What follows belongs to an exercise in optimizing a design on an open flow for small area and a short achievable clock period; a production flow would make more cautious choices. The RTL was checked by simulation tests, not by an equivalence proof against the original design.

// DaddaKS_16bitMAC
module DaddaKS_16bitMAC(
    input [15:0] a,
    input [15:0] b,
    input clk,
    input rst,
    input cin,
    output reg [31:0] out,
    output cout
);
wire pp_0_0;
wire pp_0_1;
wire pp_0_2;
wire pp_0_3;
wire pp_0_4;
wire pp_0_5;
wire pp_0_6;
wire pp_0_7;
wire pp_0_8;
wire pp_0_9;
wire pp_0_10;
wire pp_0_11;
wire pp_0_12;
wire pp_0_13;
wire pp_0_14;
wire pp_0_15;
wire pp_1_0;
wire pp_1_1;
wire pp_1_2;
wire pp_1_3;
wire pp_1_4;
wire pp_1_5;
wire pp_1_6;
wire pp_1_7;
wire pp_1_8;
wire pp_1_9;
wire pp_1_10;
wire pp_1_11;
wire pp_1_12;
wire pp_1_13;
wire pp_1_14;
wire pp_1_15;
wire pp_2_0;
wire pp_2_1;
wire pp_2_2;
wire pp_2_3;
wire pp_2_4;
wire pp_2_5;
wire pp_2_6;
wire pp_2_7;
wire pp_2_8;
wire pp_2_9;
wire pp_2_10;
wire pp_2_11;
wire pp_2_12;
wire pp_2_13;
wire pp_2_14;
wire pp_2_15;
wire pp_3_0;
wire pp_3_1;
wire pp_3_2;
wire pp_3_3;
wire pp_3_4;
wire pp_3_5;
wire pp_3_6;
wire pp_3_7;
wire pp_3_8;
wire pp_3_9;
wire pp_3_10;
wire pp_3_11;
wire pp_3_12;
wire pp_3_13;
wire pp_3_14;
wire pp_3_15;
wire pp_4_0;
wire pp_4_1;
wire pp_4_2;
wire pp_4_3;
wire pp_4_4;
wire pp_4_5;
wire pp_4_6;
wire pp_4_7;
wire pp_4_8;
wire pp_4_9;
wire pp_4_10;
wire pp_4_11;
wire pp_4_12;
wire pp_4_13;
wire pp_4_14;
wire pp_4_15;
wire pp_5_0;
wire pp_5_1;
wire pp_5_2;
wire pp_5_3;
wire pp_5_4;
wire pp_5_5;
wire pp_5_6;
wire pp_5_7;
wire pp_5_8;
wire pp_5_9;
wire pp_5_10;
wire pp_5_11;
wire pp_5_12;
wire pp_5_13;
wire pp_5_14;
wire pp_5_15;
wire pp_6_0;
wire pp_6_1;
wire pp_6_2;
wire pp_6_3;
wire pp_6_4;
wire pp_6_5;
wire pp_6_6;
wire pp_6_7;
wire pp_6_8;
wire pp_6_9;
wire pp_6_10;
wire pp_6_11;
wire pp_6_12;
wire pp_6_13;
wire pp_6_14;
wire pp_6_15;
wire pp_7_0;
wire pp_7_1;
wire pp_7_2;
wire pp_7_3;
wire pp_7_4;
wire pp_7_5;
wire pp_7_6;
wire pp_7_7;
wire pp_7_8;
wire pp_7_9;
wire pp_7_10;
wire pp_7_11;
wire pp_7_12;
wire pp_7_13;
wire pp_7_14;
wire pp_7_15;
wire pp_8_0;
wire pp_8_1;
wire pp_8_2;
wire pp_8_3;
wire pp_8_4;
wire pp_8_5;
wire pp_8_6;
wire pp_8_7;
wire pp_8_8;
wire pp_8_9;
wire pp_8_10;
wire pp_8_11;
wire pp_8_12;
  ...
Size in the first run: ~840 cells after synthesis, ~32 flip-flops, about 68 I/O pins, ~0.0087 mm2 of cells after synthesis.
export LEC_CHECK = 0
export CAP_MARGIN = 20
export CORE_MARGIN = 2
export CORE_UTILIZATION = 40
export CTS_BUF_LIST = sky130_fd_sc_hd__clkbuf_8
export SETUP_SLACK_MARGIN = 5
export SLEW_MARGIN = 20
export SYNTH_HIERARCHICAL = 1
create_clock -name core_clock -period 17.0 [get_ports {clk}]
standard.sh (not shown) runs the stock make flow with config.mk's settings and CLKGATE_MAP_FILE= SYNTH_SCRIPT=/design/flow/synth_recipe.tcl, a recipe that flattens the netlist after the stock synthesis.
==> flow/flow/run.sh <==
#!/bin/bash
# The standard layout (the standard.sh) with these ORFS settings on top of config.mk's:
#   SETUP_SLACK_MARGIN=6 'BUFFER_PORTS_ARGS=-buffer_cell sky130_fd_sc_hd__buf_1' 'CTS_ARGS=-sink_clustering_enable -repair_clock_nets -buf_list sky130_fd_sc_hd__clkbuf_8 -dont_use_dummy_load' SETUP_MOVE_SEQUENCE=unbuffer,sizeup,swap
# and one extra step after global placement: downsize.tcl gives every cell the smallest
# drive strength that keeps the worst setup slack (area recovery; synthesis maps the
# one-gate modules to needlessly large cells).  Each tool's output is in its own log.
set -euo pipefail
bash standard.sh SETUP_SLACK_MARGIN=6 'BUFFER_PORTS_ARGS=-buffer_cell sky130_fd_sc_hd__buf_1' 'CTS_ARGS=-sink_clustering_enable -repair_clock_nets -buf_list sky130_fd_sc_hd__clkbuf_8 -dont_use_dummy_load' SETUP_MOVE_SEQUENCE=unbuffer,sizeup,swap place > standard_place.log 2>&1
R=$PWD/orfs/results/sky130hd/DaddaKS_16bitMAC/base
DS_ODB=$R/3_place.odb DS_SDC=$R/3_place.sdc DS_TARGET=6.3 \
  DS_LIB=$FLOW_HOME/platforms/sky130hd/lib/sky130_fd_sc_hd__tt_025C_1v80.lib \
  DS_PLATFORM_DIR=$FLOW_HOME/platforms/sky130hd \
  openroad -no_init -exit flow/downsize.tcl > downsize.log 2>&1
bash standard.sh SETUP_SLACK_MARGIN=6 'BUFFER_PORTS_ARGS=-buffer_cell sky130_fd_sc_hd__buf_1' 'CTS_ARGS=-sink_clustering_enable -repair_clock_nets -buf_list sky130_fd_sc_hd__clkbuf_8 -dont_use_dummy_load' SETUP_MOVE_SEQUENCE=unbuffer,sizeup,swap finish > standard_finish.log 2>&1
==> flow/flow/downsize.tcl <==
# Area recovery: give each cell the smallest drive strength of its kind that keeps the
# design's worst setup slack at least DS_TARGET (or the slack it had, if that is lower).
# Reads and rewrites the ODB given in DS_ODB; DS_SDC is its SDC.
read_db $::env(DS_ODB)
read_liberty $::env(DS_LIB)
read_sdc $::env(DS_SDC)
source $::env(DS_PLATFORM_DIR)/setRC.tcl
if {[info exists ::env(DS_PROP)] && $::env(DS_PROP)} { set_propagated_clock [all_clocks] }
estimate_parasitics -placement
set wns0 [sta::worst_slack -max]
set target [expr {min($wns0, $::env(DS_TARGET))}]
puts "downsize: worst slack $wns0, target $target"
set tradeoff [expr {[info exists ::env(DS_TRADEOFF)] ? $::env(DS_TRADEOFF) : 0}]
set tradeoff_k [expr {$tradeoff ? $::env(DS_TRADEOFF) : 0}]
set cur_wns $wns0
set cur_area 0.0
foreach i [get_cells *] {
  set lc [get_lib_cells -quiet */[get_property $i ref_name]]
  if {[llength $lc]} { set cur_area [expr {$cur_area + [get_property $lc area]}] }
}
puts "downsize: cell area $cur_area"
set area0 0.0
set saved 0.0
set n 0
set insts [get_cells *]
foreach inst $insts {
  set m [get_property $inst ref_name]
  if {![regexp {^(sky130_fd_sc_hd__[a-z0-9]+)_([0-9]+)$} $m -> base size]} { continue }
  if {[string match *df* $base] || [string match *tap* $base] || [string match *conb* $base] || [string match *clkbuf* $base]} { continue }
  set cands {}
  foreach lc [get_lib_cells */${base}_*] {
    set nm [get_property $lc name]
    if {[regexp "^${base}_(\[0-9\]+)\$" $nm -> s2] && $s2 < $size} { lappend cands [list $s2 $nm] }
  }
  if {![llength $cands]} { continue }
  set cands [lsort -integer -index 0 $cands]
  foreach c $cands {
    set nm [lindex $c 1]
    replace_cell $inst $nm
    set wns [sta::worst_slack -max]
    set ok [expr {$wns >= $target}]
    if {!$ok && $tradeoff} {
      set da [expr {[get_property [get_lib_cells */$m] area] - [get_property [get_lib_cells */$nm] area]}]
      set dp [expr {$cur_wns - $wns}]
      if {$dp / (17.0 - $cur_wns) < $tradeoff_k * $da / $cur_area} { set ok 1 }
    }
    if {$ok} {
      set cur_area [expr {$cur_area - [get_property [get_lib_cells */$m] area] + [get_property [get_lib_cells */$nm] area]}]
      set cur_wns $wns
      incr n
      puts "downsize: [get_full_name $inst] $m -> $nm"
      break
    }
    replace_cell $inst $m
  }
}
puts "downsize: resized $n cells, worst slack now [sta::worst_slack -max]"
report_design_area
write_db $::env(DS_ODB)
The first run finished clean.
Next try:
==> flow/flow/run.sh (replaced) <==
#!/bin/bash
# The standard layout (the standard.sh) with these ORFS settings on top of config.mk's:
#   SETUP_SLACK_MARGIN=6 'BUFFER_PORTS_ARGS=-buffer_cell sky130_fd_sc_hd__buf_1' 'CTS_ARGS=-sink_clustering_enable -repair_clock_nets -buf_list sky130_fd_sc_hd__clkbuf_8 -dont_use_dummy_load'
# and one extra step after global placement: downsize.tcl gives every cell the smallest
# drive strength that keeps the worst setup slack (area recovery; synthesis maps the
# one-gate modules to needlessly large cells).  Each tool's output is in its own log.
set -euo pipefail
bash standard.sh SETUP_SLACK_MARGIN=6 'BUFFER_PORTS_ARGS=-buffer_cell sky130_fd_sc_hd__buf_1' 'CTS_ARGS=-sink_clustering_enable -repair_clock_nets -buf_list sky130_fd_sc_hd__clkbuf_8 -dont_use_dummy_load' place > standard_place.log 2>&1
R=$PWD/orfs/results/sky130hd/DaddaKS_16bitMAC/base
DS_ODB=$R/3_place.odb DS_SDC=$R/3_place.sdc DS_TARGET=6.3 \
  DS_LIB=$FLOW_HOME/platforms/sky130hd/lib/sky130_fd_sc_hd__tt_025C_1v80.lib \
  DS_PLATFORM_DIR=$FLOW_HOME/platforms/sky130hd \
  openroad -no_init -exit flow/downsize.tcl > downsize.log 2>&1
bash standard.sh SETUP_SLACK_MARGIN=6 'BUFFER_PORTS_ARGS=-buffer_cell sky130_fd_sc_hd__buf_1' 'CTS_ARGS=-sink_clustering_enable -repair_clock_nets -buf_list sky130_fd_sc_hd__clkbuf_8 -dont_use_dummy_load' finish > standard_finish.log 2>&1
--- a/flow/flow/downsize.tcl
+++ b/flow/flow/downsize.tcl
@@ -12,11 +12,2 @@
 puts "downsize: worst slack $wns0, target $target"
-set tradeoff [expr {[info exists ::env(DS_TRADEOFF)] ? $::env(DS_TRADEOFF) : 0}]
-set tradeoff_k [expr {$tradeoff ? $::env(DS_TRADEOFF) : 0}]
-set cur_wns $wns0
-set cur_area 0.0
-foreach i [get_cells *] {
-  set lc [get_lib_cells -quiet */[get_property $i ref_name]]
-  if {[llength $lc]} { set cur_area [expr {$cur_area + [get_property $lc area]}] }
-}
-puts "downsize: cell area $cur_area"
 set area0 0.0
@@ -39,12 +30,3 @@
     replace_cell $inst $nm
-    set wns [sta::worst_slack -max]
-    set ok [expr {$wns >= $target}]
-    if {!$ok && $tradeoff} {
-      set da [expr {[get_property [get_lib_cells */$m] area] - [get_property [get_lib_cells */$nm] area]}]
-      set dp [expr {$cur_wns - $wns}]
-      if {$dp / (17.0 - $cur_wns) < $tradeoff_k * $da / $cur_area} { set ok 1 }
-    }
-    if {$ok} {
-      set cur_area [expr {$cur_area - [get_property [get_lib_cells */$m] area] + [get_property [get_lib_cells */$nm] area]}]
-      set cur_wns $wns
+    if {[sta::worst_slack -max] >= $target} {
       incr n
--- a/flow/config.mk
+++ b/flow/config.mk
@@ -10,3 +10,3 @@
 export CORE_UTILIZATION = 40
-export CTS_BUF_LIST = sky130_fd_sc_hd__clkbuf_8
+export PLACE_DENSITY = 0.9
 export SETUP_SLACK_MARGIN = 5
Effect: Count of clock-buffer cells in the layout does not change. Die area does not change. Core utilization climbs by 2.3 points. Area after synthesis stays the same. Fmax barely changes. Final area came out higher by 5.6%. Worst setup slack improves by 28 ps. Global-route usage barely changes. Register-to-register slack gets worse by 210 ps.
Next try:
--- a/flow/config.mk
+++ b/flow/config.mk
@@ -9,4 +9,3 @@
 export CORE_MARGIN = 2
-export CORE_UTILIZATION = 40
-export PLACE_DENSITY = 0.9
+export CORE_UTILIZATION = 55
 export SETUP_SLACK_MARGIN = 5
Effect: Core utilization rises by 14 points. Worst setup slack degrades by 19 ps. Routed wire length falls by a little under a tenth. Count of clock-buffer cells in the layout is unchanged. Critical path depth is unchanged. Maximum frequency barely changes. Sequential share of layout area rises by 0.45 points.

afterwards: timing with drivers on the ports:
The results above use ideal ports. As a check the final layouts listed here were re-extracted and re-timed, cells and wires unchanged. Step 1 sets driving cells, clkbuf_16 on the clock port and buf_2 on the other inputs (assumed; they add their load-dependent delay and slew). Step 2 also shifts input and output timing later by t, the mid clock arrival at the registers, as if the neighbouring blocks saw the same clock. Slacks: no drivers / after step 1 / after step 2; pairs: no drivers / after step 1.
| run | t, ns | slack for setup (ns) | worst setup path at the end |
|---|---|---|---|
| the first run | 0.358 | 5.987 / 5.937 / 5.937 | input to output |
| the second run | 0.368 | 6.016 / 5.944 / 5.944 | input to output |
| the third run | 0.351 | 5.997 / 5.954 / 5.954 | input to output |
After both steps setup and hold are still met in every run listed. For the second run, which loses most, drivers alone change the setup slack by -0.072 ns; drivers and shift together by -0.072 ns.
